What follows belongs to an exercise in optimizing a design on an open flow for small area; a production flow would make more cautious choices.
Function was checked by simulation only, so behaviour that the tests miss may differ from the original.
No activity file was given, so power comes from the tool's default toggle rates.

## flow/design.v (module list and top-level ports; edited modules follow where they fit)
// module dsp_a21oi: 3 lines
// module dsp_a222oi: 3 lines
// module dsp_a22o: 3 lines
// module dsp_a22oi: 3 lines
// module dsp_a2bb2o: 3 lines
// module dsp_fa: 4 lines
// module dsp_inv: 3 lines
// module dsp_nand2: 3 lines
// module dsp_nor2: 3 lines
// module dsp_nor2b: 3 lines
// module dsp_o21ai: 3 lines
// module dsp_or2: 3 lines
// module dsp_xnor2: 3 lines
// module dsp_xor2: 3 lines
// module maindsp48a1: 1794 lines
module maindsp48a1 (
  input [17:0] A, B, D,
  input [47:0] C,
  input [17:0] BCIN,
  input [47:0] PCIN,
  input [7:0] OPMODE,
  input clk, CARRYIN,
  input RSTA, RSTB, RSTC, RSTCARRYIN, RSTD, RSTM, RSTOPMODE, RSTP,
  input CEA, CEB, CEM, CEP, CEC, CED, CECARRYIN, CEOPMODE,
  output [47:0] P,
  output [35:0] M,
  output CARRYOUT, CARRYOUTF,
  output [17:0] BCOUT,
  output [47:0] PCOUT
);
  // ...
==> flow/flow/run.sh <==
#!/bin/bash
# Own layout flow: the standard flow (standard.sh) with two changes:
#  - after synthesis (the standard Yosys run, unchanged), every combinational
#    cell that Yosys/ABC mapped to a drive strength above 1 is set back to the
#    smallest cell of its family (downsize.tcl); repair_design/repair_timing
#    upsize again where timing needs it;
#  - the port buffers that buffer_ports adds are buf_1 cells.
# Each tool's output goes to the ORFS logs under orfs/logs plus standard.log here.
set -uo pipefail
export POST_SYNTH_TCL="$PWD/flow/downsize.tcl"
export BUFFER_PORTS_ARGS="-buffer_cell sky130_fd_sc_hd__buf_1"
bash standard.sh > standard.log 2>&1
rc=$?
cp -r orfs/logs ./orfs_logs 2>/dev/null
exit $rc
==> flow/flow/downsize.tcl <==
# Set each combinational cell to the smallest drive strength of its family.
set db [ord::get_db]
set block [ord::get_db_block]
set n 0
foreach inst [$block getInsts] {
  set m [$inst getMaster]
  set name [$m getName]
  if {![regexp {^(sky130_fd_sc_hd__[a-z0-9]+)_([0-9]+)$} $name -> base sz]} { continue }
  if {[regexp {__(e?s?df|dl|buf|clkbuf|clkinv|conb|tap|fill|decap|diode)} $base]} { continue }
  set best $m
  set barea [expr {[$m getWidth] * [$m getHeight]}]
  foreach s {1 0} {
    set c [$db findMaster ${base}_$s]
    if {$c eq "NULL" || $c eq ""} { continue }
    set a [expr {[$c getWidth] * [$c getHeight]}]
    if {$a < $barea} { set best $c; set barea $a }
  }
  if {$best ne $m} {
    $inst swapMaster $best
    incr n
  }
}
puts "downsize.tcl: $n cells set to a smaller drive strength"
==> flow/standard.sh <==
#!/bin/bash
# synth_recipe.tcl (not shown) runs the flow's synth.tcl, then flattens the netlist and writes it again
# the make line also repeats each setting of config.mk as NAME=value (left out here)
make -C /OpenROAD-flow-scripts/flow DESIGN_CONFIG=/design/flow/config.mk WORK_HOME=/design/flow/orfs CLKGATE_MAP_FILE= SYNTH_SCRIPT=/design/flow/synth_recipe.tcl "${@:-finish}"
==> flow/config.mk <==
export PLATFORM = sky130hd
export DESIGN_NAME = maindsp48a1
export DESIGN_NICKNAME = maindsp48a1
export VERILOG_FILES = /design/flow/design.v
export SDC_FILE = /design/flow/constraint.sdc
export NUM_CORES = 4
export LEC_CHECK = 0
export CAP_MARGIN = 5
export CORE_MARGIN = 2
export CORE_UTILIZATION = 40
export SLEW_MARGIN = 5
export SYNTH_HIERARCHICAL = 1
==> flow/constraint.sdc <==
create_clock -name core_clock -period 7.0 [get_ports {clk}]
set_input_delay 1.4000 -clock core_clock [delete_from_list [all_inputs] [get_ports {clk}]]
set_output_delay 1.4000 -clock core_clock [all_outputs]
set_load 0.01 [all_outputs]
==> impl_metrics.tcl, run 1 <==
set metrics [dict create \
    status "timing/DRC/antenna clean" \
    grt_usage_pct 26.12 \
    reg2reg_slack_ns 0.35 \
    dieArea_um2 43690 \
    combinationalPower_w 0.00442 \
    layout_commonest_cell "xor2_1" \
    clk_latency_ns 0.48 \
    p_int_w 0.003659 \
    cellLeakagePower_nw 6.501 \
    hold_class "flip-flop to flip-flop" \
    use_met2_pct 42.06 \
    cp-startpoint "PCIN[0]" \
    place_ws_ns 0.04556 \
    maxCapViolCount 0 \
    num_tap_cells 539 \
    rsz0062_at_grt "no" \
    cp_slowest_cell "fa_1" \
    power_switching_w 0.003223 \
    crit_required_ns 7.37 \
    path_cells "buf_1, a222oi_1, fa_1, fa_1, fa_1, fa_1, fa_1, fa_1, fa_1, fa_1, inv_1, a21oi_1, o21ai_1, a21oi_1, o21ai_1, buf_4, inv_1, o21ai_1, buf_4, inv_1, o21ai_1, a21oi_1, xnor2_1, a22o_1" \
    placed_cell_area_um2 18990 \
    grt_max_degree 49 \
    synth_cells 1681 \
    placed_cells 2572 \
    cts_buffer_depth 2 \
    fin_ws_ns 0.3441 \
    multiInputGateArea_um2 12460 \
    stdcell_count 2604 \
]
==> inputs of run 2 (changes only) <==
--- a/flow/config.mk
+++ b/flow/config.mk
@@ -5,8 +5,10 @@
 export SDC_FILE = /design/flow/constraint.sdc
 export NUM_CORES = 4
 export LEC_CHECK = 0
-export CAP_MARGIN = 5
+export CAP_MARGIN = 20
 export CORE_MARGIN = 2
 export CORE_UTILIZATION = 40
-export SLEW_MARGIN = 5
+export CTS_CLUSTER_DIAMETER = 100
+export CTS_CLUSTER_SIZE = 30
+export SLEW_MARGIN = 20
 export SYNTH_HIERARCHICAL = 1
==> run 2 against run 1 <==
  * Worst setup slack gained 0.013 ns
  * Register-to-register slack barely moved
  * Maximum frequency up 0.20%
  * Sequential share of layout area hardly changed
  * Critical path type is now flip-flop to flip-flop
  * Largest cell class unchanged
==> impl_metrics.tcl, run 2 <==
set metrics [dict create \
    status "timing/DRC/antenna clean" \
    cts_resized 0 \
    grt_remaining_overflow 0 \
    n_fill_cell 4041 \
    combPwrFrac_pct 64.1 \
    swShare_pct 46.81 \
    worstRegToRegCells 24 \
    post-route-drc-count 0 \
    power_density_nw_per_um2 350.2 \
    worst-path-buf-inv 3 \
    gp_congestion 0.9259 \
    hold-worst-slack_ns 0.4739 \
    crit_fanout 5 \
    hold_buffers 0 \
    grt_pass1_vias 15390 \
    cts_buffer_depth 2 \
    cellLeakagePower_nw 6.509 \
    cts_setup_buffers 0 \
    grt_max_degree 49 \
    cp-startpoint "opr_q[0]$_DFF_P_" \
    avgSynthCellArea_um2 10.00 \
    synth_cells 1681 \
    htreeDepth 4 \
    syn2layout_area_growth_pct 16.77 \
    drtPass1Iterations 9 \
    num_rows 75 \
    fp.coreArea_um2 41760 \
    finClkSkew_ns 0.01705 \
    critical-path-max-stage-delay_ns 0.44 \
    cp_data_arrival_time_ns 7.02 \
    reg2reg_slack_ns 0.36 \
    syn_nets 2039 \
    hold_class "flip-flop to flip-flop" \
    cp_slowest_cell "fa_1" \
    finalSetupTns_ns 0 \
    top_regs "c_q: 48 flops, p_q: 48 flops, m_q: 36 flops" \
    dieArea_um2 43690 \
    drt_iter0_markers 1408 \
    timing.rr.end "p_q[46]$_DFF_P_" \
    wl_met2_um 26480 \
    port_buffers 326 \
    slew_violations 0 \
    cpLargestDelayFamily "adder cells" \
    dr_wl_met3_um 5002 \
    highest_layer "met4" \
    drtAntennaViolNets 0 \
    finalPower_w 0.006876 \
    finalCriticalPeriod_ns 6.643 \
    power_frac_clock_pct 15.3 \
    setup_viol 0 \
    num_antenna_cells 0 \
    clock-sinks 196 \
    final_net_count 2411 \
    seq_power_share_pct 20.6 \
    dieWidth_um 209.0 \
    utilization_pct 47.01 \
    num_vias 15250 \
    cts_buffers 17 \
    ios 346 \
    path_class "flip-flop to flip-flop" \
    tightestPinTransition_ns 0.9831 \
    ys_warn_count 7 \
    clk_latency_ns 0.48 \
    clkTransAtPathRegs_ns 0.09 \
    cts_tree "built" \
    cp.depth 24 \
    path_cells "and2_2, a222oi_1, xor2_1, fa_1, fa_1, fa_1, fa_1, fa_1, fa_1, fa_1, fa_1, inv_1, a21oi_1, o21ai_1, a21oi_1, o21ai_1, buf_4, a21oi_1, inv_1, a21oi_1, o21ai_1, a21oi_1, xnor2_1, a22o_1" \
    critPathCaptureType "flip-flop" \
    cp-start-kind "flip-flop" \
    period_share_pct 94.89 \
    grt_pass1_wl_um 89000 \
    maxCapViolCount 0 \
    slew_headroom_pct 34.37 \
    r2r-start "opr_q[0]$_DFF_P_" \
    drive_gt1_share_pct 6.147 \
    die_h_um 209.0 \
    wl_um 56970 \
    viasPerCell 5.856 \
    ir_drop_v 0.0002765 \
    hpwlAfterDp_um 40920 \
    rsz0062_at_grt "no" \
    endpoint "p_q[46]$_DFF_P_" \
    netlist_area_um2 16810 \
    grt_usage_pct 26.14 \
    crit_required_ns 7.38 \
    antenna_found_initial 0 \
    power_switching_w 0.003219 \
    hold_viol 0 \
    wl_met1_um 23880 \
    cp_common_cell "fa_1" \
    layout_commonest_cell "xor2_1" \
    start_util_pct 40.26 \
    p_int_w 0.003657 \
    max_freq_mhz 150.5 \
    post_drt_wl_per_cell_um 21.87 \
    final_cell_mix "xor2_1 (342), buf_1 (326), dfxtp_1 (193)" \
    cts_root_buffer "clkbuf_16" \
]
-- run 2: through the flow --
step,setup slack (ns),instance area [µm²],std cells
2_1_floorplan,0.03531,16830,1681
3_3_place_gp,-0.01476,18990,2572
3_5_place_dp,0.05919,19010,2573
4_1_cts,0.4227,19630,2605
5_1_grt,0.001912,19630,2605
6_report,0.3575,19630,2605
-- run 2: per-layer routing --
metal,up-vias,GRT usage (%)
li1,6952,-
met1,7510,33.80
met5,-,0
met4,0,9.138
met3,84,6.883
met2,708,42.29
-- run 2: layout make-up --
cell class                 count  area [µm²]  share of cell area [%]
sequential                   196        3928                   20.01
clock buffer                  17       425.4                   2.167
timing repair buffer         402        1807                   9.203
tap                          539       674.4                   3.435
clock inverter                15       193.9                  0.9878
inverter                      37       138.9                  0.7074
multi-input combinational   1399       12470                   63.49
-- run 2: how the worst min path moves through the flow --
| stage | startpoint | endpoint | slack (ns) | depth (start not counted) |
|---|---|---|---|---|
| final | c_q[9]$_DFF_P_ | c_q[9]$_DFF_P_ | 0.47 | 1 |
| after global routing | c_q[20]$_DFF_P_ | c_q[20]$_DFF_P_ | 0.49 | 1 |
| after CTS | c_q[16]$_DFF_P_ | c_q[16]$_DFF_P_ | 0.48 | 1 |
| after detailed placement | c_q[24]$_DFF_P_ | c_q[24]$_DFF_P_ | 0.46 | 1 |
| after global placement | c_q[29]$_DFF_P_ | c_q[29]$_DFF_P_ | 0.45 | 1 |
| after floorplan | c_q[0]$_DFF_P_ | c_q[0]$_DFF_P_ | 0.44 | 1 |
-- run 2: power groups by stage --
stage	sequential, W	clock, W	combinational [W]
after floorplan	0.00147	0	0.00333
after global placement	0.00144	0	0.00429
after detailed placement	0.00144	0	0.00437
after CTS	0.00141	0.00108	0.00439
after global routing	0.00143	0.00111	0.00491
final	0.00142	0.00105	0.00441
==> inputs of run 3 (changes only) <==
--- a/flow/config.mk
+++ b/flow/config.mk
@@ -8,7 +8,7 @@
 export CAP_MARGIN = 20
 export CORE_MARGIN = 2
 export CORE_UTILIZATION = 40
-export CTS_CLUSTER_DIAMETER = 100
-export CTS_CLUSTER_SIZE = 30
+export CTS_CLUSTER_DIAMETER = 150
+export CTS_CLUSTER_SIZE = 50
 export SLEW_MARGIN = 20
 export SYNTH_HIERARCHICAL = 1
==> run 3 against run 2 <==
  * Still clean
  * Combinational power about the same
  * Sequential share of layout area unchanged
  * Via count unchanged
  * Sequential power about the same
==> impl_metrics.tcl, run 3 <==
set metrics [dict create \
    status "timing/DRC/antenna clean" \
    final_net_count 2411 \
    path_cells "and2_2, a222oi_1, xor2_1, fa_1, fa_1, fa_1, fa_1, fa_1, fa_1, fa_1, fa_1, inv_1, a21oi_1, o21ai_1, a21oi_1, o21ai_1, buf_4, a21oi_1, inv_1, a21oi_1, o21ai_1, a21oi_1, xnor2_1, a22o_1" \
    hold_viol 0 \
    grt_max_degree 49 \
    syn2layout_area_growth_pct 16.77 \
    ir_drop_v 0.0002765 \
    finClkSkew_ns 0.01705 \
    cp.depth 24 \
    cts_buffers 17 \
    num_rows 75 \
    antenna_found_initial 0 \
    num_antenna_cells 0 \
    cts_setup_buffers 0 \
    cp-start-kind "flip-flop" \
    hold_buffers 0 \
    setup_viol 0 \
    slew_headroom_pct 34.37 \
    avgSynthCellArea_um2 10.00 \
    placed_cell_area_um2 19010 \
    cp_slowest_cell "fa_1" \
    ios 346 \
    critical-path-max-stage-delay_ns 0.44 \
    ys_warn_count 7 \
    worstRegToRegCells 24 \
    hold_class "flip-flop to flip-flop" \
    cts_buffer_depth 2 \
    syn_nets 2039 \
    final_cell_mix "xor2_1 (342), buf_1 (326), dfxtp_1 (193)" \
    crit_required_ns 7.38 \
    hold_depth 1 \
    grt_pass1_wl_um 89000 \
    cellLeakagePower_nw 6.509 \
    port_buffers 326 \
    layout_commonest_cell "xor2_1" \
    top_regs "c_q: 48 flops, p_q: 48 flops, m_q: 36 flops" \
    cpLargestDelayFamily "adder cells" \
    start_util_pct 40.26 \
    period_share_pct 94.89 \
    place_ws_ns 0.05919 \
    cp_common_cell "fa_1" \
    max_freq_mhz 150.5 \
    clk_latency_ns 0.48 \
    critPathCaptureType "flip-flop" \
    post_drt_wl_per_cell_um 21.87 \
    viasPerCell 5.856 \
    dieWidth_um 209.0 \
    grt_remaining_overflow 0 \
    num_vias 15250 \
    netlist_area_um2 16810 \
    clock-sinks 196 \
    wl_um 56970 \
    power_density_nw_per_um2 350.2 \
    cp_data_arrival_time_ns 7.02 \
    crit_fanout 5 \
    cts_resized 0 \
    path_class "flip-flop to flip-flop" \
    rsz0062_at_grt "no" \
    cts_tree "built" \
    finalCriticalPeriod_ns 6.643 \
    grt_pass1_vias 15390 \
    post-route-drc-count 0 \
    tightestPinTransition_ns 0.9831 \
    grt_usage_pct 26.14 \
    dieArea_um2 43690 \
    gp_congestion 0.9259 \
    fin_ws_ns 0.3575 \
    htreeDepth 4 \
    drive_gt1_share_pct 6.147 \
    worst-path-buf-inv 3 \
    cts_root_buffer "clkbuf_16" \
    fp.coreArea_um2 41760 \
    synth_cells 1681 \
    drtPass1Iterations 9 \
    drtAntennaViolNets 0 \
    drt_iter0_markers 1408 \
    clkTransAtPathRegs_ns 0.09 \
    die_h_um 209.0 \
    hpwlAfterDp_um 40920 \
    fin_area_um2 19630 \
    slew_violations 0 \
    maxCapViolCount 0 \
]
## run 3: cell counts in the layout (fill, tap and decap cells not counted)
Identical to the previous run, type by type.
## run 3: final timing paths
| kind | slack [ns] | start | end |
|---|---|---|---|
| setup reg to reg | 0.36 | opr_q[0]$_DFF_P_ | p_q[46]$_DFF_P_ |
| hold reg to reg | 0.47 | c_q[9]$_DFF_P_ | c_q[9]$_DFF_P_ |
| setup / recovery | 0.36 | opr_q[0]$_DFF_P_ | p_q[46]$_DFF_P_ |
| hold / removal | 0.47 | c_q[9]$_DFF_P_ | c_q[9]$_DFF_P_ |
## run 3: area by class of cell
cell class                      instances  area, µm²
Clock inverter                         15      193.9
Tap cell                              539      674.4
Multi-Input combinational cell       1399      12470
Fill cell                            4041      22130
Clock buffer                           17      425.4
Sequential cell                       196       3928
Timing Repair Buffer                  402       1807
Inverter                               37      138.9
## run 3: metal layers
layer,share of wire [%],up-vias,global-route usage (%)
li1,-,6952,-
met1,42,7510,33.80
met2,46,708,42.29
met3,8.8,84,6.883
met4,2.8,0,9.138
met5,0,-,0
## run 3: power by group
group	internal (W)	switching, W	leakage (nW)
logic	0.00191	0.00250	4.59
registers	0.00126	0.000161	1.61
clock network	0.000494	0.000558	0.300
## run 3: worst reg2reg max path: stages, from the launching register on
cell	delay, ns
dfxtp_1	0.39
and2_2	0.25
a222oi_1	0.36
xor2_1	0.14
fa_1	0.44
fa_1	0.41
fa_1	0.41
fa_1	0.41
fa_1	0.41
fa_1	0.41
fa_1	0.42
fa_1	0.42
inv_1	0.07
a21oi_1	0.11
o21ai_1	0.24
a21oi_1	0.15
o21ai_1	0.16
buf_4	0.20
a21oi_1	0.16
inv_1	0.11
a21oi_1	0.11
o21ai_1	0.25
a21oi_1	0.14
xnor2_1	0.16
a22o_1	0.22
## run 3: per-stage QoR
step	hold WS [ns]	setup TNS, ns	instances	power (W)	util, %
2_1_floorplan	0.4390	0	1681	0.004797	-
3_3_place_gp	0.4512	-0.01476	2572	0.005726	45.47
3_5_place_dp	0.4554	0	2573	0.005808	45.51
4_1_cts	0.4789	0	2605	0.006880	47.00
5_1_grt	0.4927	0	2605	0.007456	47.01
6_report	0.4739	0	2605	0.006876	47.01
==> inputs of run 4 (changes only) <==
--- a/flow/config.mk
+++ b/flow/config.mk
@@ -7,8 +7,6 @@
 export LEC_CHECK = 0
 export CAP_MARGIN = 20
 export CORE_MARGIN = 2
-export CORE_UTILIZATION = 40
-export CTS_CLUSTER_DIAMETER = 150
-export CTS_CLUSTER_SIZE = 50
+export CORE_UTILIZATION = 50
 export SLEW_MARGIN = 20
 export SYNTH_HIERARCHICAL = 1
==> run 4 against run 3 <==
  * Sequential share of layout area grew 0.13 points
  * First-iteration DRC count shrank 12%
  * Combinational power is essentially flat
  * Synthesized area is the same
  * Via count grew 0.24%
  * Critical path depth is the same
  * Critical endpoint is now p_q[34]$_DFF_P_
  * Highest routed layer is now met5
==> impl_metrics.tcl, run 4 <==
set metrics [dict create \
    gr-usage-met1_pct 40.41 \
    cts_resized 0 \
    finalSetupTns_ns 0 \
    placed_cell_area_um2 18890 \
    cp_common_cell "fa_1" \
    hold_viol 0 \
    max_freq_mhz 150.9 \
    viasPerCell 6.082 \
    synth_cells 1681 \
    gp_congestion 0.8941 \
    power_density_nw_per_um2 351.8 \
    hold_depth 1 \
    path_cells "buf_1, a222oi_1, fa_1, fa_1, fa_1, fa_1, fa_1, fa_1, fa_1, fa_1, inv_1, a21oi_1, o21ai_1, a21oi_1, o21ai_1, buf_4, inv_1, o21ai_1, buf_4, inv_1, o21ai_1, a21oi_1, xnor2_1, a22o_1" \
    fin_area_um2 19510 \
    critical-path-max-stage-delay_ns 0.46 \
    hold_buffers 0 \
    clkTransAtPathRegs_ns 0.08 \
    die_h_um 187.4 \
    grt.busiest_layer "met2" \
    hpwlAfterDp_um 39340 \
    antenna_found_initial 1 \
    cts_setup_buffers 0 \
    met3_usage_pct 6.510 \
    clk_latency_ns 0.46 \
    finClkSkew_ns 0.01800 \
    drtPass1Iterations 8 \
    num_vias 15290 \
    finalCriticalPeriod_ns 6.627 \
    grt_remaining_overflow 0 \
    post_drt_wl_per_cell_um 22.16 \
    clock-sinks 196 \
    syn2layout_area_growth_pct 16.04 \
    dieArea_um2 35110 \
    layout.area.seq_um2 3928 \
    tightestPinTransition_ns 0.8791 \
    critPathCaptureType "flip-flop" \
    crit_required_ns 7.36 \
    layout_commonest_cell "xor2_1" \
    grt_pass1_wl_um 86880 \
    use_met2_pct 53.19 \
    avgSynthCellArea_um2 10.00 \
    period_share_pct 94.67 \
    ir_drop_v 0.0002949 \
    setup_viol 0 \
    grt_usage_pct 31.74 \
    start_util_pct 50.52 \
    cts_root_buffer "clkbuf_16" \
    netlist_area_um2 16810 \
    slew_violations 0 \
    final_net_count 2411 \
    cellLeakagePower_nw 6.508 \
    slew_headroom_pct 41.31 \
    maxCapViolCount 0 \
    stdcell_count 2514 \
    final_cell_mix "xor2_1 (342), buf_1 (326), dfxtp_1 (193)" \
    cp_data_arrival_time_ns 6.98 \
    multiInputGateArea_um2 12460 \
    cp_slowest_cell "fa_1" \
    status "timing/DRC/antenna clean" \
    drive_gt1_share_pct 6.002 \
    num_rows 67 \
    drtAntennaViolNets 0 \
    wl_um 55720 \
    worstRegToRegCells 25 \
    cp-start-kind "input pin" \
    port_buffers 326 \
    post-route-drc-count 0 \
    ios 346 \
    top_regs "c_q: 48 flops, p_q: 48 flops, m_q: 36 flops" \
    placed_cells 2482 \
    fp.coreArea_um2 33280 \
    rsz0062_at_grt "no" \
    hold_class "flip-flop to flip-flop" \
    finalPower_w 0.006863 \
    n_fill_cell 3045 \
    path_class "input pin to flip-flop" \
    cts_buffers 17 \
    dieWidth_um 187.4 \
    drt_iter0_markers 1234 \
    num_antenna_cells 0 \
    grt_pass1_vias 15240 \
    grt_max_degree 49 \
    ys_warn_count 7 \
    htreeDepth 4 \
    cts_tree "built" \
    syn_nets 2039 \
    crit_fanout 5 \
    cts_buffer_depth 2 \
]
run 4: cell types whose count changed in the layout (fill, tap and decap cells not counted), moves of 2 or more:
| cell | before | now |
|---|---|---|
| clkbuf_8 | 0 | 2 |
| buf_6 | 0 | 2 |
| inv_6 | 2 | 4 |
| buf_4 | 75 | 73 |
| bufinv_16 | 0 | 2 |
| clkinv_8 | 4 | 0 |
| inv_12 | 3 | 0 |
run 4: path summary, 6_finish.rpt:
check               endpoint  slack, ns        startpoint
min reg2reg  c_q[45]$_DFF_P_       0.47   c_q[45]$_DFF_P_
max          p_q[34]$_DFF_P_       0.37           PCIN[0]
max reg2reg  p_q[34]$_DFF_P_       0.39  opr_q[0]$_DFF_P_
min          c_q[45]$_DFF_P_       0.47   c_q[45]$_DFF_P_
run 4: final cells by class:
class | count | share of cell area, %
Clock inverter | 12 | 0.8016
Clock buffer | 20 | 2.341
Multi-Input combinational cell | 1399 | 63.84
Inverter | 37 | 0.7119
Tap cell | 448 | 2.873
Sequential cell | 196 | 20.13
Timing Repair Buffer | 402 | 9.299
run 4: worst max-delay path: cells and delay by family:
kind | cells | cell delay [ns]
AOI/OAI and AO/OA | 9 | 1.52
adders and majority gates | 8 | 3.30
buffers and inverters | 6 | 0.60
xor gates and xnor gates | 1 | 0.14
run 4: through the flow:
stage	hold slack [ns]	util, %	setup WS, ns
after floorplan	0.4390	-	0.03531
after global placement	0.4477	56.67	-0.01888
after detailed placement	0.4526	56.76	0.03390
after CTS	0.4770	58.60	0.3577
after global routing	0.4855	58.62	0.003899
final	0.4741	58.62	0.3731
run 4: metal layers:
metal	part of all wire [%]	vias up
li1	-	6946
met1	41	7488
met2	48	742
met3	8.1	113
met4	3.3	2
met5	0.016	-
run 4: power breakdown:
group | switching (W) | total [W] | internal (W)
Clock | 0.000497 | 0.00106 | 0.000561
Sequential | 0.000155 | 0.00141 | 0.00126
Combinational | 0.00249 | 0.00439 | 0.00191
==> inputs of run 5 (changes only) <==
--- a/flow/config.mk
+++ b/flow/config.mk
@@ -7,6 +7,6 @@
 export LEC_CHECK = 0
 export CAP_MARGIN = 20
 export CORE_MARGIN = 2
-export CORE_UTILIZATION = 50
+export CORE_UTILIZATION = 40
 export SLEW_MARGIN = 20
 export SYNTH_HIERARCHICAL = 1
==> run 5 against run 4 <==
  * Clock skew fell by 0.00094 ns
  * Synthesized cell count unchanged
  * Total power rose by 0.19%
  * Hold slack is essentially flat
  * Largest cell class unchanged
  * Largest power group unchanged
==> impl_metrics.tcl, run 5 <==
set metrics [dict create \
    status "timing/DRC/antenna clean" \
    viasPerCell 5.856 \
    cts_tree "built" \
    htreeDepth 4 \
    grt_pass1_wl_um 89000 \
    dieArea_um2 43690 \
    ios 346 \
    fp.coreArea_um2 41760 \
    post_drt_wl_per_cell_um 21.87 \
    crit_required_ns 7.38 \
    cts_buffers 17 \
    cp-start-kind "flip-flop" \
    wl_um 56970 \
    clk_latency_ns 0.48 \
    cts_resized 0 \
    start_util_pct 40.26 \
    holdCritStartpoint "c_q[9]$_DFF_P_" \
    r2r-start "opr_q[0]$_DFF_P_" \
    num_antenna_cells 0 \
    rsz0062_at_grt "no" \
    post-route-drc-count 0 \
    antenna_found_initial 0 \
    grt_usage_pct 26.14 \
    finClkSkew_ns 0.01705 \
    synth_cells 1681 \
    drtAntennaViolNets 0 \
    finalSetupTns_ns 0 \
    port_buffers 326 \
    cp_data_arrival_time_ns 7.02 \
    drive_gt1_share_pct 6.147 \
    ir_drop_v 0.0002765 \
    hold_viol 0 \
    num_rows 75 \
    hpwlAfterDp_um 40920 \
    cts_buffer_depth 2 \
    power_density_nw_per_um2 350.2 \
    syn_nets 2039 \
    fin_ws_ns 0.3575 \
    cts_setup_buffers 0 \
    maxCapViolCount 0 \
    finalCriticalPeriod_ns 6.643 \
    place_ws_ns 0.05919 \
    grt_remaining_overflow 0 \
    hold_depth 1 \
    crit_fanout 5 \
    netlist_area_um2 16810 \
    stdcell_count 2605 \
    dieWidth_um 209.0 \
    max_freq_mhz 150.5 \
    avgSynthCellArea_um2 10.00 \
    slew_violations 0 \
    placed_cells 2573 \
    drtPass1Iterations 9 \
    gp_congestion 0.9259 \
    num_vias 15250 \
    grt_max_degree 49 \
    tightestPinTransition_ns 0.9831 \
    cellLeakagePower_nw 6.509 \
    clkTransAtPathRegs_ns 0.09 \
    clock-sinks 196 \
    path_class "flip-flop to flip-flop" \
    die_h_um 209.0 \
    cp-startpoint "opr_q[0]$_DFF_P_" \
    top_regs "c_q: 48 flops, p_q: 48 flops, m_q: 36 flops" \
    hold_class "flip-flop to flip-flop" \
    layout_commonest_cell "xor2_1" \
    cts_root_buffer "clkbuf_16" \
    utilization_pct 47.01 \
    worstRegToRegCells 24 \
    n_fill_cell 4041 \
    final_cell_mix "xor2_1 (342), buf_1 (326), dfxtp_1 (193)" \
    ys_warn_count 7 \
    syn2layout_area_growth_pct 16.77 \
    grt_pass1_vias 15390 \
    period_share_pct 94.89 \
    setup_viol 0 \
    slew_headroom_pct 34.37 \
    final_net_count 2411 \
    drt_iter0_markers 1408 \
    hold_buffers 0 \
    critPathCaptureType "flip-flop" \
]
[run 5: stage by stage]
step	hold slack, ns	cell area, µm²	total power [W]
2_1_floorplan	0.4390	16830	0.004797
3_3_place_gp	0.4512	18990	0.005726
3_5_place_dp	0.4554	19010	0.005808
4_1_cts	0.4789	19630	0.006880
5_1_grt	0.4927	19630	0.007456
6_report	0.4739	19630	0.006876
[run 5: critical path, stage by stage (launching register included)]
cell and delay [ns]:
dfxtp_1 0.39, and2_2 0.25, a222oi_1 0.36, xor2_1 0.14, fa_1 0.44, fa_1 0.41, fa_1 0.41, fa_1 0.41
fa_1 0.41, fa_1 0.41, fa_1 0.42, fa_1 0.42, inv_1 0.07, a21oi_1 0.11, o21ai_1 0.24, a21oi_1 0.15
o21ai_1 0.16, buf_4 0.20, a21oi_1 0.15, inv_1 0.11, a21oi_1 0.11, o21ai_1 0.25, a21oi_1 0.14, xnor2_1 0.16
a22o_1 0.22
[run 5: area by class of cell]
type	instances	area, µm²	area share [%]
flip-flops and latches	196	3928	20.01
inverters	37	138.9	0.7074
clock buffers	17	425.4	2.167
well taps	539	674.4	3.435
multi-input cells	1399	12470	63.49
repair buffers	402	1807	9.203
clock inverters	15	193.9	0.9878
[run 5: per-layer routing]
metal / track usage [%] / wire length, µm
met1: 33.80 / 23880
met2: 42.29 / 26480
met3: 6.883 / 5002
met5: 0 / 0
met4: 9.138 / 1603
[run 5: worst paths after layout]
path	to	slack [ns]
max	p_q[46]$_DFF_P_	0.36
min	c_q[9]$_DFF_P_	0.47
max reg2reg	p_q[46]$_DFF_P_	0.36
min reg2reg	c_q[9]$_DFF_P_	0.47
[run 5: report_power, final]
| part | total [W] | internal [W] | switching, W |
|---|---|---|---|
| combinational | 0.00441 | 0.00191 | 0.00250 |
| sequential | 0.00142 | 0.00126 | 0.000161 |
| clock | 0.00105 | 0.000494 | 0.000558 |
| total | 0.00688 | 0.00366 | 0.00322 |
==> inputs of run 6 (changes only) <==
--- a/flow/flow/run.sh
+++ b/flow/flow/run.sh
@@ -9,6 +9,7 @@
 set -uo pipefail
 export POST_SYNTH_TCL="$PWD/flow/downsize.tcl"
 export BUFFER_PORTS_ARGS="-buffer_cell sky130_fd_sc_hd__buf_1"
+export CTS_ARGS="-sink_clustering_enable -repair_clock_nets -dont_use_dummy_load -sink_buffer_max_cap_derate 0.03"
 bash standard.sh > standard.log 2>&1
 rc=$?
 cp -r orfs/logs ./orfs_logs 2>/dev/null
==> run 6 against run 5 <==
  * Cell count decreased by 0.54%
  * First-iteration DRC count increased by 2.3%
  * Maximum frequency decreased by 0.23%
  * Final area decreased by 1.0%
  * Critical endpoint is now p_q[34]$_DFF_P_
  * Largest power group unchanged
  * Largest cell class unchanged
  * Still clean on timing, DRC and antenna
==> impl_metrics.tcl, run 6 <==
set metrics [dict create \
    clkTransAtPathRegs_ns 0.08 \
    final_net_count 2411 \
    hold_viol 0 \
    post_drt_wl_per_cell_um 21.95 \
    setup_viol 0 \
    viasPerCell 5.896 \
    tightestPinTransition_ns 0.9560 \
    dieWidth_um 209.0 \
    swShare_pct 46.24 \
    drtAntennaViolNets 0 \
    rsz0062_at_grt "no" \
    max_freq_mhz 150.2 \
    drive_gt1_share_pct 5.461 \
    netlist_area_um2 16810 \
    fin_area_um2 19430 \
    dr_wl_met3_um 5087 \
    start_util_pct 40.26 \
    syn_nets 2039 \
    ir_drop_v 0.0002678 \
    p_int_w 0.003572 \
    cp_common_cell "fa_1" \
    status "timing/DRC/antenna clean" \
    cts_buffer_depth 2 \
    slew_headroom_pct 36.18 \
    hold_class "flip-flop to flip-flop" \
    syn2layout_area_growth_pct 15.56 \
    combPwrFrac_pct 66.3 \
    htreeDepth 4 \
    wl_met2_um 26540 \
    path_class "flip-flop to flip-flop" \
    ios 346 \
    holdCritStartpoint "c_q[16]$_DFF_P_" \
    cts_resized 0 \
    crit_fanout 5 \
    slew_violations 0 \
    grt_max_degree 49 \
    finClkSkew_ns 0.03431 \
    cts_tree "built" \
    critPathCaptureType "flip-flop" \
    power_frac_clock_pct 12.4 \
    post-route-drc-count 0 \
    cts_buffers 17 \
    die_h_um 209.0 \
    dieArea_um2 43690 \
    highest_layer "met4" \
    hold_buffers 0 \
    period_share_pct 95.12 \
    grt_usage_pct 26.07 \
    port_buffers 326 \
    clock-sinks 196 \
    drtPass1Iterations 8 \
    synth_cells 1681 \
    num_rows 75 \
    worst-path-buf-inv 5 \
    cp-startpoint "opr_q[0]$_DFF_P_" \
    cp-start-kind "flip-flop" \
    placed_cell_area_um2 19010 \
    grt_pass1_wl_um 88820 \
    layout_commonest_cell "xor2_1" \
    hold-worst-slack_ns 0.4713 \
    utilization_pct 46.53 \
    grt_pass1_vias 15370 \
    final_cell_mix "xor2_1 (342), buf_1 (326), dfxtp_1 (193)" \
    r2r-start "opr_q[0]$_DFF_P_" \
    cpLargestDelayFamily "adder cells" \
    antenna_found_initial 0 \
    finalCriticalPeriod_ns 6.658 \
    cp_slowest_cell "fa_1" \
    drt_iter0_markers 1441 \
    crit_required_ns 7.48 \
    fp.coreArea_um2 41760 \
    num_vias 15280 \
    cellLeakagePower_nw 6.413 \
    cts_setup_buffers 0 \
    cts_root_buffer "clkbuf_8" \
    clk_latency_ns 0.61 \
    power_density_nw_per_um2 342.0 \
    power_switching_w 0.003072 \
    critical-path-max-stage-delay_ns 0.44 \
    top_regs "c_q: 48 flops, p_q: 48 flops, m_q: 36 flops" \
    wl_um 56860 \
    maxCapViolCount 0 \
    hpwlAfterDp_um 40920 \
    ys_warn_count 7 \
    gp_congestion 0.9259 \
    seq_power_share_pct 21.3 \
    wl_met1_um 23590 \
    grt_remaining_overflow 0 \
    avgSynthCellArea_um2 10.00 \
    cp_data_arrival_time_ns 7.14 \
]
run 6: layout make-up:
class	instances	area (µm²)
flip-flops and latches	196	3928
diodes	1	2.502
multi-input cells	1399	12470
clock buffers	17	414.1
repair buffers	402	1807
inverters	37	138.9
fillers	4067	22330
well taps	539	674.4
run 6: final timing paths:
| kind | to | slack [ns] | cells past startpoint |
|---|---|---|---|
| max | p_q[34]$_DFF_P_ | 0.34 | 25 |
| min | c_q[16]$_DFF_P_ | 0.47 | 1 |
| max reg2reg | p_q[34]$_DFF_P_ | 0.34 | 25 |
| min reg2reg | c_q[16]$_DFF_P_ | 0.47 | 1 |
run 6: routing by layer:
layer  up-vias  GRT usage, %
met5         -             0
met2       718         42.07
met1      7520         33.89
met3       105         6.522
met4         0         9.433
li1       6933             -
run 6: per-stage QoR:
step	setup TNS [ns]	power (W)	setup WS, ns	instances
2_1_floorplan	0	0.004797	0.03531	1681
3_3_place_gp	-0.01476	0.005726	-0.01476	2572
3_5_place_dp	0	0.005808	0.05919	2573
4_1_cts	0	0.006649	0.4206	2590
5_1_grt	0	0.007219	0.006209	2590
6_report	0	0.006645	0.3419	2591
run 6: power by group through the flow:
stage / clock network [W] / logic (W) / registers [W]
after floorplan: 0 / 0.00333 / 0.00147
after global placement: 0 / 0.00429 / 0.00144
after detailed placement: 0 / 0.00437 / 0.00144
after CTS: 0.000846 / 0.00439 / 0.00141
after global routing: 0.000882 / 0.00491 / 0.00143
final: 0.000822 / 0.00441 / 0.00142
==> inputs of run 7 (changes only) <==
--- a/flow/flow/run.sh
+++ b/flow/flow/run.sh
@@ -9,7 +9,7 @@
 set -uo pipefail
 export POST_SYNTH_TCL="$PWD/flow/downsize.tcl"
 export BUFFER_PORTS_ARGS="-buffer_cell sky130_fd_sc_hd__buf_1"
-export CTS_ARGS="-sink_clustering_enable -repair_clock_nets -dont_use_dummy_load -sink_buffer_max_cap_derate 0.03"
+export CTS_ARGS="-sink_clustering_enable -repair_clock_nets -dont_use_dummy_load -sink_clustering_levels 1 -sink_clustering_size 25 -sink_clustering_max_diameter 150"
 bash standard.sh > standard.log 2>&1
 rc=$?
 cp -r orfs/logs ./orfs_logs 2>/dev/null
==> run 7 against run 6 <==
  * Utilization is essentially flat
  * Cell count is essentially flat
  * Combinational power is essentially flat
  * Via count shrank 0.21%
  * Die area is the same
  * First-iteration DRC count shrank 1.0%
  * Clock power grew 2%
  * Sequential share of layout area is essentially flat
  * Critical path type is now input pin to flip-flop
  * Largest power group unchanged
  * Highest routed layer unchanged
==> impl_metrics.tcl, run 7 <==
set metrics [dict create \
    drt_iter0_markers 1426 \
    syn_nets 2039 \
    synth_cells 1681 \
    cts_resized 0 \
    setup_viol 0 \
    start_util_pct 40.26 \
    dieArea_um2 43690 \
    cts_root_buffer "clkbuf_16" \
    period_share_pct 94.88 \
    hold_buffers 0 \
    slew_violations 0 \
    die_h_um 209.0 \
    syn2layout_area_growth_pct 15.61 \
    grt_remaining_overflow 0 \
    num_antenna_cells 0 \
    cellLeakagePower_nw 6.418 \
    n_fill_cell 4065 \
    gp_congestion 0.9259 \
    max_freq_mhz 150.6 \
    grt_pass1_vias 15370 \
    drtAntennaViolNets 0 \
    cp-start-kind "input pin" \
    cp_common_cell "fa_1" \
    clkTransAtPathRegs_ns 0.09 \
    layout_commonest_cell "xor2_1" \
    num_rows 75 \
    htreeDepth 4 \
    power_density_nw_per_um2 342.7 \
    critical-path-max-stage-delay_ns 0.47 \
    num_vias 15240 \
    ios 346 \
    tightestPinTransition_ns 0.9782 \
    path_class "input pin to flip-flop" \
    rsz0062_at_grt "no" \
    layout.area.seq_um2 3928 \
    clk_latency_ns 0.48 \
    critPathCaptureType "flip-flop" \
    dieWidth_um 209.0 \
    cp_data_arrival_time_ns 7.02 \
    hpwlAfterDp_um 40920 \
    cts_buffers 17 \
    clock-sinks 196 \
    finalSetupTns_ns 0 \
    top_regs "c_q: 48 flops, p_q: 48 flops, m_q: 36 flops" \
    ir_drop_v 0.0002763 \
    crit_fanout 5 \
    wl_um 56800 \
    port_buffers 326 \
    multiInputGateArea_um2 12470 \
    drive_gt1_share_pct 5.461 \
    hold-worst-slack_ns 0.4711 \
    grt_usage_pct 26.08 \
    finalPower_w 0.006661 \
    path_cells "buf_1, a222oi_1, fa_1, fa_1, fa_1, fa_1, fa_1, fa_1, fa_1, fa_1, inv_1, a21oi_1, o21ai_1, a21oi_1, o21ai_1, buf_4, a21oi_1, inv_1, a21oi_1, o21ai_1, a21oi_1, xnor2_1, a22o_1" \
    viasPerCell 5.886 \
    antenna_found_initial 0 \
    slew_headroom_pct 34.70 \
    finClkSkew_ns 0.03485 \
    netlist_area_um2 16810 \
    hold_viol 0 \
    avgSynthCellArea_um2 10.00 \
    cts_setup_buffers 0 \
    fp.coreArea_um2 41760 \
    finalCriticalPeriod_ns 6.642 \
    post-route-drc-count 0 \
    maxCapViolCount 0 \
    hold_class "flip-flop to flip-flop" \
    ys_warn_count 7 \
    grt_max_degree 49 \
    status "timing/DRC/antenna clean" \
    grt_pass1_wl_um 88840 \
    final_cell_mix "xor2_1 (342), buf_1 (326), dfxtp_1 (193)" \
    drtPass1Iterations 8 \
    crit_required_ns 7.38 \
    final_net_count 2411 \
    cp_slowest_cell "fa_1" \
    post_drt_wl_per_cell_um 21.93 \
    cts_buffer_depth 2 \
    cts_tree "built" \
]
==> run 7: path summary, 6_finish.rpt <==
kind	from	to	slack [ns]	depth (start not counted)
worst max register to register	opr_q[0]$_DFF_P_	p_q[46]$_DFF_P_	0.36	24
worst min-delay path	c_q[16]$_DFF_P_	c_q[16]$_DFF_P_	0.47	1
worst max-delay path	PCIN[0]	p_q[46]$_DFF_P_	0.36	23
worst min register to register	c_q[16]$_DFF_P_	c_q[16]$_DFF_P_	0.47	1
==> run 7: metrics by stage <==
step                      worst slack (ns)  cells  cell area, µm²  util, %
after floorplan                    0.03531   1681           16830        -
after global placement            -0.01476   2572           18990    45.47
after detailed placement           0.05919   2573           19010    45.51
after CTS                           0.4212   2590           19430    46.53
after global routing              0.006934   2590           19440    46.55
final                               0.3583   2590           19440    46.55
==> run 7: worst max-delay path, delay by kind of cell <==
kind	cells	cell delay (ns)
compound gates	10	1.66
xor+xnor	1	0.16
fa+ha+maj	8	3.36
buf+inv	4	0.45
==> run 7: layer usage <==
layer	vias up	GRT usage, %	share of wire [%]
met2	755	42.20	46
li1	6931	-	-
met4	0	9.286	2.9
met1	7471	33.84	41
met5	-	0	0
met3	87	6.567	9.6
==> run 7: power breakdown <==
group          total [W]  internal [W]  switching, W  leakage [nW]
Combinational    0.00441       0.00191       0.00250          4.59
Clock           0.000838      0.000423      0.000415         0.209
Sequential       0.00142       0.00126      0.000160          1.61
Total            0.00666       0.00359       0.00307          6.42
==> run 7: cell type report <==
| type | instances | share of cell area (%) |
|---|---|---|
| sequential | 196 | 20.20 |
| inverter | 37 | 0.7145 |
| timing repair buffer | 402 | 9.295 |
| tap | 539 | 3.469 |
| clock buffer | 17 | 2.188 |
| multi-input combinational | 1399 | 64.13 |

[re-timing with driven ports]
How much do the figures lean on ideal ports? The routed layouts below were timed once more, with nothing changed but the port constraints.
Step 1 (the two cells are an assumption about what drives the block):
set clk [get_ports {clk}]
set_driving_cell -lib_cell sky130_fd_sc_hd__clkbuf_16 $clk
set_driving_cell -lib_cell sky130_fd_sc_hd__buf_2 [delete_from_list [all_inputs] $clk]
Step 2, shift: input delay + t, output delay - t, t = (earliest + latest rising clock arrival at the registers) / 2. This alone moves slack from input paths to output paths.
Three values: no drivers, after step 1, after step 2; two values: the first two.
run	t, ns	slack for setup (ns)	slew at the worst register clock pin (ns)
run 1	0.522	0.344 / 0.354 / -0.150	0.09 / 0.09
run 2	0.529	0.357 / 0.357 / -0.128	0.09 / 0.09
run 3	0.529	0.357 / 0.357 / -0.128	0.09 / 0.09
run 4	0.508	0.373 / 0.390 / -0.103	0.08 / 0.08
run 5	0.529	0.357 / 0.357 / -0.128	0.09 / 0.09
run 6	0.648	0.342 / 0.342 / -0.150	0.10 / 0.10
run 7	0.517	0.358 / 0.362 / -0.130	0.09 / 0.09
Met with ideal ports but missed after step 2: setup timing in every run listed. For run 1, which loses most, drivers alone change the setup slack by +0.010 ns; drivers and shift together by -0.494 ns.
